This is an optimization exercise on Yosys and OpenROAD, whose aim is small area and a short achievable clock period, not a production implementation.
RTL that was checked went through simulation tests only; none was proved equivalent to the original.

## fp16_alu
module fp16_alu (
  input  wire        clk,
  input  wire [1:0]  op,
  input  wire [15:0] a,
  input  wire [15:0] b,
  output wire [15:0] z
);
==> module fp_add, before the edit <==
module fp_add (
  input  logic [15:0] iL,
  input  logic [15:0] iS,
  input  logic        hL,      
  input  logic        hS,      
  input  logic        eq,      
  input  logic [4:0]  rsv,     
  output logic        oS,
  output logic [4:0]  oE,
  output logic [9:0]  oM,
  output logic        oR
);
  logic [4:0] eL, eS;
  logic [10:0] mL, mS;
  logic sL, sS;
  assign eL = iL[14:10];
  assign eS = iS[14:10];
  assign sL = iL[15];
  assign sS = iS[15];
  assign mL = {hL, iL[9:0]};
  assign mS = {hS, iS[9:0]};
  logic res_nan, pos_inf, infinite;
  logic infL, infS;
  assign infL = &eL;
  assign infS = &eS;
  assign res_nan = (infL & infS & (sL ^ sS)) | (infL & |iL[9:0]) | (infS & |iS[9:0]);
  assign pos_inf = (infL & ~sL) | (infS & ~sS);
  assign infinite = infL | infS;
  logic far;
  assign far = rsv > 5'd12;
  logic [21:0] sh;
  assign sh = {mS, 11'b0} >> rsv[3:0];
  logic [13:0] x1;
  assign x1 = {sh[21:9], |sh[8:0]};
  logic X1s, X2s, eff_sub;
  assign X1s = sS & |sh[21:8];
  assign X2s = sL & |mL;
  assign eff_sub = X1s ^ X2s;
  logic [14:0] mag;
  assign mag = {1'b0, mL, 3'b0} + ({1'b0, x1} ^ {15{eff_sub}}) + {14'd0, eff_sub};
  logic sb1;
  assign sb1 = far ? sL : (X2s & ~(eff_sub & eq));
  logic [14:0] SUM;
  assign SUM = far ? {1'b0, mL, 3'b0} : mag;
  logic [3:0] LZ;
  always_comb begin
    LZ = 4'd12;
    for (int i = 3; i < 15; i++)
      if (SUM[i]) LZ = 4'(14 - i);
  end
  logic [4:0] exp1;
  logic [3:0] lsv;
  always_comb begin
    if (eL == 5'd0) begin
      exp1 = 5'd0;
      lsv = 4'd1;
    end else if ({1'b0, LZ} > eL) begin
      exp1 = 5'd0;
      lsv = eL[3:0];
    end else begin
      exp1 = eL - {1'b0, LZ} + 5'd1;
      lsv = LZ;
    end
  end
  logic [14:0] norm_man;
  assign norm_man = SUM << lsv;
  logic round;
  assign round = norm_man[3] & (norm_man[4] | |norm_man[2:0]);
  logic [4:0] E;
  assign E = norm_man[14] ? (exp1 | {4'd0, exp1 == 5'd0}) : 5'd0;
  always_comb begin
    if (res_nan) begin
      oS = 1'b1; oE = 5'h1f; oM = 10'h200; oR = 1'b0;
    end else if (infinite) begin
      oS = ~pos_inf; oE = 5'h1f; oM = 10'd0; oR = 1'b0;
    end else if (E == 5'h1f) begin
      oS = sb1; oE = (round & &norm_man[13:4]) ? 5'd0 : 5'h1f; oM = 10'd0; oR = 1'b0;
    end else begin
      oS = sb1; oE = E; oM = norm_man[13:4]; oR = round;
    end
  end
endmodule
==> module fp_mult, before the edit <==
module fp_mult (
  input  logic [15:0] iA,
  input  logic [15:0] iB,
  input  logic        hA,      
  input  logic        hB,      
  output logic        oS,
  output logic [4:0]  oE,
  output logic [9:0]  oM,
  output logic        oR
);
  logic [4:0] eA, eB;
  assign eA = iA[14:10];
  assign eB = iB[14:10];
  logic [10:0] mA, mB;
  assign mA = {hA, iA[9:0]};
  assign mB = {hB, iB[9:0]};
  logic zero, res_nan, infA, infB;
  assign infA = &eA;
  assign infB = &eB;
  assign zero = ~|iA[14:0] | ~|iB[14:0];
  assign res_nan = (~|iA[14:0] & infB) | (~|iB[14:0] & infA) | (infA & |iA[9:0]) | (infB & |iB[9:0]);
  logic [21:0] P;
  mul11 u_m (.a(mA), .b(mB), .p(P));
  logic [3:0] lzs;
  always_comb begin
    lzs = 4'd11;
    for (int i = 0; i < 10; i++)
      if (iB[i]) lzs = 4'(10 - i);
    if (hB) lzs = 4'd0;
  end
  logic [3:0] tzA, tzB;
  always_comb begin
    tzA = 4'd11;
    for (int i = 10; i >= 0; i--)
      if (mA[i]) tzA = 4'(i);
    tzB = 4'd11;
    for (int i = 10; i >= 0; i--)
      if (mB[i]) tzB = 4'(i);
  end
  logic [5:0] X;
  assign X = {1'b0, eA[4:1], eA[0] | ~hA} + {1'b0, eB[4:1], eB[0] | ~hB};
  logic [6:0] D;
  assign D = {1'b0, X} - {3'b0, lzs};
  logic lim;      
  assign lim = D[6] | (D < 7'd15);
  logic [4:0] u;
  assign u = lim ? 5'(6'd25 - X) : 5'(4'd10 - lzs);
  logic [31:0] pext, q;
  assign pext = {P, 10'd0};
  assign q = pext >> u;
  logic n;
  assign n = ~q[21] & ~D[6] & (D > 7'd15);
  logic [11:0] w;
  assign w = n ? q[20:9] : q[21:10];
  logic [4:0] tz;
  assign tz = tzA + tzB;
  logic S;
  assign S = n ? (tz + 5'd1 < u) : (tz < u);
  logic rnd;
  assign rnd = w[0] & (w[1] | S);
  logic subn, infinite;
  assign subn = lim | (~q[21] & (D == 7'd15));
  assign infinite = (~D[6] & (q[21] ? (D > 7'd44) : (D > 7'd45))) | infA | infB;
  logic [4:0] E;
  assign E = subn ? 5'd0 : (q[21] ? 5'(D - 7'd14) : 5'(D - 7'd15));
  always_comb begin
    if (res_nan) begin
      oS = 1'b1; oE = 5'h1f; oM = 10'h200; oR = 1'b0;
    end else if (infinite) begin
      oS = iA[15] ^ iB[15]; oE = 5'h1f; oM = 10'd0; oR = 1'b0;
    end else if (zero) begin
      oS = iA[15] ^ iB[15]; oE = 5'd0; oM = 10'd0; oR = 1'b0;
    end else begin
      oS = iA[15] ^ iB[15]; oE = E; oM = w[10:1]; oR = rnd;
    end
  end
endmodule
==> flow/config.mk <==
export PLATFORM = sky130hd
export DESIGN_NAME = fp16_alu
export DESIGN_NICKNAME = fp16_alu
export VERILOG_FILES = /design/flow/design.v
export SDC_FILE = /design/flow/constraint.sdc
export NUM_CORES = 4
export LEC_CHECK = 0
export ABC_AREA = 1
export CAP_MARGIN = 20
export CORE_MARGIN = 2
export CORE_UTILIZATION = 40
export PLACE_DENSITY = 0.6
export SLEW_MARGIN = 20
==> flow/constraint.sdc <==
create_clock -name core_clock -period 23.0 [get_ports {clk}]
set_input_delay 4.6000 -clock core_clock [delete_from_list [all_inputs] [get_ports {clk}]]
set_output_delay 4.6000 -clock core_clock [all_outputs]
set_load 0.01 [all_outputs]
standard.sh (not shown) runs the stock make flow with config.mk's settings and CLKGATE_MAP_FILE= SYNTH_SCRIPT=/design/flow/synth_recipe.tcl, a recipe that flattens the netlist after the stock synthesis.
==> flow/flow/run.sh <==
#!/bin/bash
# Standard layout with two changes:
#  - timing repair aims for a setup slack of 15.5 ns, so that the achieved
#    clock period is short;
#  - the port buffers are the smallest buffer, buf_1 (repair may upsize them).
set -euo pipefail
export SETUP_SLACK_MARGIN=15.5
export BUFFER_PORTS_ARGS="-buffer_cell sky130_fd_sc_hd__buf_1"
bash standard.sh > standard_flow.log 2>&1
Change:
--- a/flow/design.v
+++ b/flow/design.v
@@ -22,13 +22,13 @@
   assign mS = {hS, iS[9:0]};
   logic res_nan, pos_inf, infinite;
   logic infL, infS;
   assign infL = &eL;
   assign infS = &eS;
-  assign res_nan = (infL & infS & (sL ^ sS)) | (infL & |iL[9:0]) | (infS & |iS[9:0]);
+  assign res_nan = (infS & (sL ^ sS)) | (infL & |iL[9:0]);
   assign pos_inf = (infL & ~sL) | (infS & ~sS);
-  assign infinite = infL | infS;
+  assign infinite = infL;
   logic far;
   assign far = rsv > 5'd12;
   logic [21:0] sh;
   assign sh = {mS, 11'b0} >> rsv[3:0];
   logic [13:0] x1;
@@ -99,14 +99,14 @@
   assign mA = {hA, iA[9:0]};
   assign mB = {hB, iB[9:0]};
   logic zero, res_nan, infA, infB;
   assign infA = &eA;
   assign infB = &eB;
-  assign zero = ~|iA[14:0] | ~|iB[14:0];
-  assign res_nan = (~|iA[14:0] & infB) | (~|iB[14:0] & infA) | (infA & |iA[9:0]) | (infB & |iB[9:0]);
+  assign zero = ~|iB[14:0] | ~hA;
+  assign res_nan = infA & (~|iB[14:0] | |iA[9:0]);
   logic [21:0] P;
-  mul11 u_m (.a(mA), .b(mB), .p(P));
+  mul11 u_m (.a({1'b1, iA[9:0]}), .b(mB), .p(P));
   logic [3:0] lzs;
   always_comb begin
     lzs = 4'd11;
     for (int i = 0; i < 10; i++)
       if (iB[i]) lzs = 4'(10 - i);
@@ -142,11 +142,11 @@
   assign S = n ? (tz + 5'd1 < u) : (tz < u);
   logic rnd;
   assign rnd = w[0] & (w[1] | S);
   logic subn, infinite;
   assign subn = lim | (~q[21] & (D == 7'd15));
-  assign infinite = (~D[6] & (q[21] ? (D > 7'd44) : (D > 7'd45))) | infA | infB;
+  assign infinite = (~D[6] & (q[21] ? (D > 7'd44) : (D > 7'd45))) | infA;
   logic [4:0] E;
   assign E = subn ? 5'd0 : (q[21] ? 5'(D - 7'd14) : 5'(D - 7'd15));
   always_comb begin
     if (res_nan) begin
       oS = 1'b1; oE = 5'h1f; oM = 10'h200; oR = 1'b0;
Worst hold slack gets better by 0.016 ns.
Setup slack is better by 0.015 ns.
Via count rose by 0.50%.
Global-route usage stays flat.
Critical path depth is unchanged.
Area after synthesis falls by 0.78%.
Wire length is about the same.
Die area fell by 0.76%.
First-iteration DRC count falls by 3.9%.
Utilization is about the same.
Non-clock buffer count is unchanged.
Function not checked in the second run of this note: the RTL went through the layout flow alone.

## static timing again, ports no longer ideal
Ports are ideal in the flow. The routed layouts listed here were re-timed in OpenROAD. Step 1 sets driving cells, clkbuf_16 on the clock port and buf_2 on the other inputs (assumed; they add their load-dependent delay and slew). Step 2 moves the port delays by t, midway between the first and last clock arrival at a register: inputs arrive t later, outputs are due t later. That takes back most of the time a late clock gives input paths. Slacks: ideal / step 1 / step 2; pairs: ideal / step 1.
run | t, ns | setup WS [ns] | worst data-port slew with drivers (ns)
the first run | 0.387 | 15.801 / 15.828 / 15.441 | 0.05
the second run | 0.382 | 15.816 / 15.836 / 15.454 | 0.05
After both steps every run listed still meets setup and hold. For the second run, which loses most, drivers alone change the setup slack by +0.020 ns; drivers and shift together by -0.362 ns.
